This design comes from an exercise in tuning for small area on the open sky130 flow, not from production work.
Only simulation tests tie the RTL to the original design; equivalence was not proved.
Power figures rest on the tool's default switching activity, not on a simulated workload.

Design main, start of the top module:
module main(
	input reset_bar,
	input clk,
	input start_bar,
	input i2c_sda_in,
	output i2c_sda_out,
	output i2c_scl_out,
	output indicate_ack_received_bar,
	output indicate_nack_received_bar,
	output [7:0] display
    );
==> module main, before the edit <==
module main(
	input reset_bar,
	input clk,
	input start_bar,
	input i2c_sda_in,
	output i2c_sda_out,
	output i2c_scl_out,
	output indicate_ack_received_bar,
	output indicate_nack_received_bar,
	output [7:0] display
    );
	localparam P_TX = 3'd0, P_RX = 3'd1, P_TXA = 3'd2, P_RXACK = 3'd3,
	           P_START = 3'd4, P_STOP = 3'd5, P_WAIT = 3'd6;
	reg [2:0] ph;
	reg [6:0] cnt;
	reg [2:0] bitn;
	reg [3:0] k;
	reg [6:0] addr;
	reg [2:0] dcode;
	reg [7:0] hi;
	wire p = hi[3];
	wire [2:0] c = hi[2:0];
	wire st_start = (ph == P_START);
	wire st_tx = (ph == P_TX);
	wire st_rx = (ph == P_RX);
	wire st_txa = (ph == P_TXA);
	wire st_rxack = (ph == P_RXACK);
	wire st_stop = (ph == P_STOP);
	wire st_wait = ph[2] & ph[1];	 
	wire ge40 = cnt >= 7'd40;
	wire le84 = cnt <= 7'd84;
	wire ge62 = cnt >= 7'd62;
	wire c61 = (cnt == 7'd61);
	wire c124 = (cnt == 7'd124);
	wire c125 = (cnt == 7'd125);
	wire c126 = (cnt == 7'd126);
	wire c127 = (cnt == 7'd127);
	wire c86 = (cnt == 7'd86);
	wire c87 = (cnt == 7'd87);
	wire k15 = (k == 4'd15);
	wire det = k15 && !(st_rx || st_txa || st_wait);
	wire useaddr = k15 || k == 4'd12 || k == 4'd0 || k == 4'd2;
	reg txbit;
	always @(*) begin
		if (useaddr) txbit = (bitn == 3'd0) ? (k == 4'd2) : addr[6];
		else if (k == 4'd13) txbit = 8'h6b >> bitn;
		else if (k == 4'd1) txbit = 8'h3b >> bitn;
		else txbit = 1'b0;
	end
	reg sda, scl;
	always @(*) begin
		sda = 1'b1;
		if (st_tx) sda = txbit;
		if (st_txa) sda = (k == 4'd0);
		if (st_start) sda = ~ge62;
		if (st_stop) sda = ge62;
		scl = ge40 & le84;
		if (st_start) scl = le84;
		if (st_stop) scl = ge40;
		if (st_wait) scl = 1'b1;
	end
	assign i2c_sda_out = sda;
	assign i2c_scl_out = scl;
	wire post125 = st_stop || (st_rxack && c126);
	wire addr_nz = (addr != 7'd0);
	wire ind_ack = !det || (p && post125);
	wire ind_nack = det ? (post125 ? !p : addr_nz) : (st_rxack && c126 && !p);
	wire dv = !det || st_stop || addr_nz;
	assign indicate_ack_received_bar = ~ind_ack;
	assign indicate_nack_received_bar = ~ind_nack;
	i2c_controller disp_dec(.v(dv), .code(dcode), .display(display));
	wire addr_max = (addr == 7'h7f);
	wire wait_end = st_wait && hi == 8'd156 && !ph[0] && k == 4'd8 && bitn == 3'd7 && cnt == 7'd90;
	wire freeze = (st_start && cnt == 7'd37 && start_bar) ||
	              (st_rxack && c126 && !p && !k15) ||
	              (st_stop && c87 && k15 && !p && addr_max);
	wire rx_to_data = st_rxack && c124 && k == 4'd2 && p;
	wire rxack_stop = k15 || k == 4'd14;
	wire rxack_next = st_rxack && c126;
	wire stop_end = st_stop && c87;
	wire load40 = (rxack_next && k == 4'd1) || (stop_end && k != 4'd0) || wait_end;
	wire load0 = ((st_start || st_tx || st_txa || st_wait) && c124) ||
	             (st_rx && c124 && bitn != 3'd0) || rx_to_data || rxack_next;
	wire bit_step = (st_tx || st_rx || st_wait) && c124;
	wire samp = st_rx && c61;
	always @(posedge clk) begin
		if (!reset_bar) cnt <= 7'd37;
		else if (freeze) cnt <= cnt;
		else if (load40) cnt <= 7'd40;
		else if (load0) cnt <= 7'd0;
		else cnt <= cnt + 7'd1;
		if (!reset_bar) ph <= P_START;
		else if (!freeze) begin
			if (st_start && c124) ph <= P_TX;
			if (st_tx && c124 && bitn == 3'd0) ph <= P_RXACK;
			if (st_rx && c127) ph <= P_TXA;
			if (st_txa && c124) ph <= (k == 4'd0) ? P_STOP : P_RX;
			if (rx_to_data) ph <= P_RX;
			if (rxack_next) ph <= rxack_stop ? P_STOP : (k == 4'd1) ? P_START : P_TX;
			if (stop_end) ph <= (k == 4'd0) ? P_WAIT : P_START;
			if (st_wait && c124 && bitn == 3'd0 && k == 4'd15) ph[0] <= ~ph[0];
			if (wait_end) ph <= P_START;
		end
		if (!reset_bar || wait_end) bitn <= 3'd7;
		else if (bit_step) bitn <= bitn - 3'd1;
		if (!reset_bar) k <= 4'd15;
		else if (wait_end || (stop_end && k == 4'd14)) k <= 4'd0;
		else if (stop_end && !freeze && k15 && p) k <= 4'd12;
		else if ((st_rx && c127) || (rxack_next && !freeze && !rxack_stop) ||
		         (st_wait && c124 && bitn == 3'd0)) k <= k + 4'd1;
		if (stop_end && !freeze) hi <= 8'd0;
		else if (st_wait && c124 && bitn == 3'd0 && k == 4'd15 && ph[0]) hi <= hi + 8'd1;
		else begin
			if (st_rxack && c61) hi[3] <= ~i2c_sda_in;
			else if (samp && k == 4'd6 && bitn == 3'd7) hi[3] <= i2c_sda_in;
			else if (samp && ((k == 4'd6 && !bitn[2]) || k == 4'd7)) hi[3] <= p & ~i2c_sda_in;
			if (samp && k == 4'd6 && bitn[2]) hi[2:0] <= {c[1:0], i2c_sda_in ^ p};
		end
		if (!reset_bar) begin
			addr <= 7'd0;
		end else if (st_tx && c124 && bitn != 3'd0 && useaddr) begin
			addr <= {addr[5:0], addr[6]};
		end else if (stop_end && !freeze && k15 && !p) begin
			addr <= addr + 7'd1;
		end
		if (!reset_bar) dcode <= 3'd0;
		else if (st_stop && c86 && k == 4'd0) dcode <= c + {2'b00, p};
	end
endmodule
clock: 20.0 ns
lec_check: 0
cap_margin: 20
core_margin: 2
core_utilization: 40
slew_margin: 20
standard.sh (not shown) runs the stock make flow with config.mk's settings and CLKGATE_MAP_FILE= SYNTH_SCRIPT=/design/flow/synth_recipe.tcl, a recipe that flattens the netlist after the stock synthesis.
==> flow/flow/run.sh <==
#!/bin/bash
# The standard ORFS layout, with three changes to how the layout is made:
#  - synthesis maps the logic with an area-oriented ABC script (flow/area.abc)
#    in place of abc_speed.script, and leaves adders to ABC instead of
#    mapping them to half/full-adder cells first (ADDER_MAP_FILE empty);
#    everything else in synth_recipe.tcl is kept, so the registers are the
#    standard synthesis's;
#  - ports are buffered with buf_1 cells;
#  - the clock tree is built without dummy loads, from clkbuf_8 cells.
# Each tool's full output goes to the ORFS logs under orfs/logs and to the
# log files written here.
set -euo pipefail
FLOWDIR=$(cd "$(dirname "${BASH_SOURCE[0]}")" && pwd)
{
  echo "proc abc {args} {"
  echo "  set i [lsearch -exact \$args -script]"
  echo "  if {\$i >= 0 && [string match *abc_speed.script [lindex \$args [expr {\$i + 1}]]]} {"
  echo "    lset args [expr {\$i + 1}] $FLOWDIR/area.abc"
  echo "  }"
  echo "  yosys abc {*}\$args"
  echo "}"
  cat synth_recipe.tcl
} > area_synth.tcl
bash standard.sh SYNTH_SCRIPT=$PWD/area_synth.tcl ADDER_MAP_FILE= \
  BUFFER_PORTS_ARGS="-buffer_cell sky130_fd_sc_hd__buf_1" \
  CTS_ARGS="-sink_clustering_enable -repair_clock_nets -dont_use_dummy_load -buf_list sky130_fd_sc_hd__clkbuf_8" \
  finish > flow_make.log 2>&1
==> flow/flow/area.abc <==
strash
&get -n
&deepsyn -T 60
&dch -f
&nf -p -R 1000 -F 8
&put
topo
dnsize
Then changed:
--- a/flow/design.v
+++ b/flow/design.v
@@ -25,5 +25,5 @@
     );
 	localparam P_TX = 3'd0, P_RX = 3'd1, P_TXA = 3'd2, P_RXACK = 3'd3,
-	           P_START = 3'd4, P_STOP = 3'd5, P_WAIT = 3'd6;
+	           P_START = 3'd4, P_WAIT = 3'd5, P_STOP = 3'd6;
 	reg [2:0] ph;
 	reg [6:0] cnt;
@@ -32,5 +32,5 @@
 	reg [6:0] addr;
 	reg [2:0] dcode;
-	reg [7:0] hi;
+	reg [8:0] hi;
 	wire p = hi[3];
 	wire [2:0] c = hi[2:0];
@@ -41,5 +41,5 @@
 	wire st_rxack = (ph == P_RXACK);
 	wire st_stop = (ph == P_STOP);
-	wire st_wait = ph[2] & ph[1];	 
+	wire st_wait = (ph == P_WAIT);
 	wire ge40 = cnt >= 7'd40;
 	wire le84 = cnt <= 7'd84;
@@ -85,5 +85,5 @@
 	i2c_controller disp_dec(.v(dv), .code(dcode), .display(display));
 	wire addr_max = (addr == 7'h7f);
-	wire wait_end = st_wait && hi == 8'd156 && !ph[0] && k == 4'd8 && bitn == 3'd7 && cnt == 7'd90;
+	wire wait_end = st_wait && hi == 9'd312 && k == 4'd8 && bitn == 3'd7 && cnt == 7'd90;
 	wire freeze = (st_start && cnt == 7'd37 && start_bar) ||
 	              (st_rxack && c126 && !p && !k15) ||
@@ -113,5 +113,4 @@
 			if (rxack_next) ph <= rxack_stop ? P_STOP : (k == 4'd1) ? P_START : P_TX;
 			if (stop_end) ph <= (k == 4'd0) ? P_WAIT : P_START;
-			if (st_wait && c124 && bitn == 3'd0 && k == 4'd15) ph[0] <= ~ph[0];
 			if (wait_end) ph <= P_START;
 		end
@@ -123,6 +122,6 @@
 		else if ((st_rx && c127) || (rxack_next && !freeze && !rxack_stop) ||
 		         (st_wait && c124 && bitn == 3'd0)) k <= k + 4'd1;
-		if (stop_end && !freeze) hi <= 8'd0;
-		else if (st_wait && c124 && bitn == 3'd0 && k == 4'd15 && ph[0]) hi <= hi + 8'd1;
+		if (stop_end && !freeze) hi <= 9'd0;
+		else if (st_wait && c124 && bitn == 3'd0 && k == 4'd15) hi <= hi + 9'd1;
 		else begin
 			if (st_rxack && c61) hi[3] <= ~i2c_sda_in;
Effect: Final cell count grows by 5.0%. Total power increases by 6.0%. Global-route usage shrinks by 2.0 points. Sequential share of layout area is about the same. Maximum frequency drops by 1.9%. Flip-flop and latch count is higher by 1. Die area rises by 3.0%. Routed wire length came out higher by 2.3%. Hold slack is better by 12 ps.

separate check: timing with driven ports:
Ports are ideal in the flow. The routed layouts listed here were re-timed in OpenROAD. Step 1 sets driving cells, clkbuf_16 on the clock port and buf_2 on the other inputs (assumed; they add their load-dependent delay and slew). Step 2, shift: input delay + t, output delay - t, t = (earliest + latest rising clock arrival at the registers) / 2. This alone moves slack from input paths to output paths. Slacks: ideal / step 1 / step 2; pairs: ideal / step 1.
| run | t, ns | setup WS [ns] | worst hold slack (ns) | latest minus earliest clock arrival (ns) | pins driven straight from the clock port |
|---|---|---|---|---|---|
| the first run | 0.308 | 13.616 / 13.589 / 13.897 | 0.501 / 0.501 / 0.501 | 0.013 / 0.013 | 1 |
| the second run | 0.314 | 13.492 / 13.461 / 13.775 | 0.513 / 0.513 / 0.513 | 0.022 / 0.022 | 1 |
After both steps setup and hold are still met in every run listed.
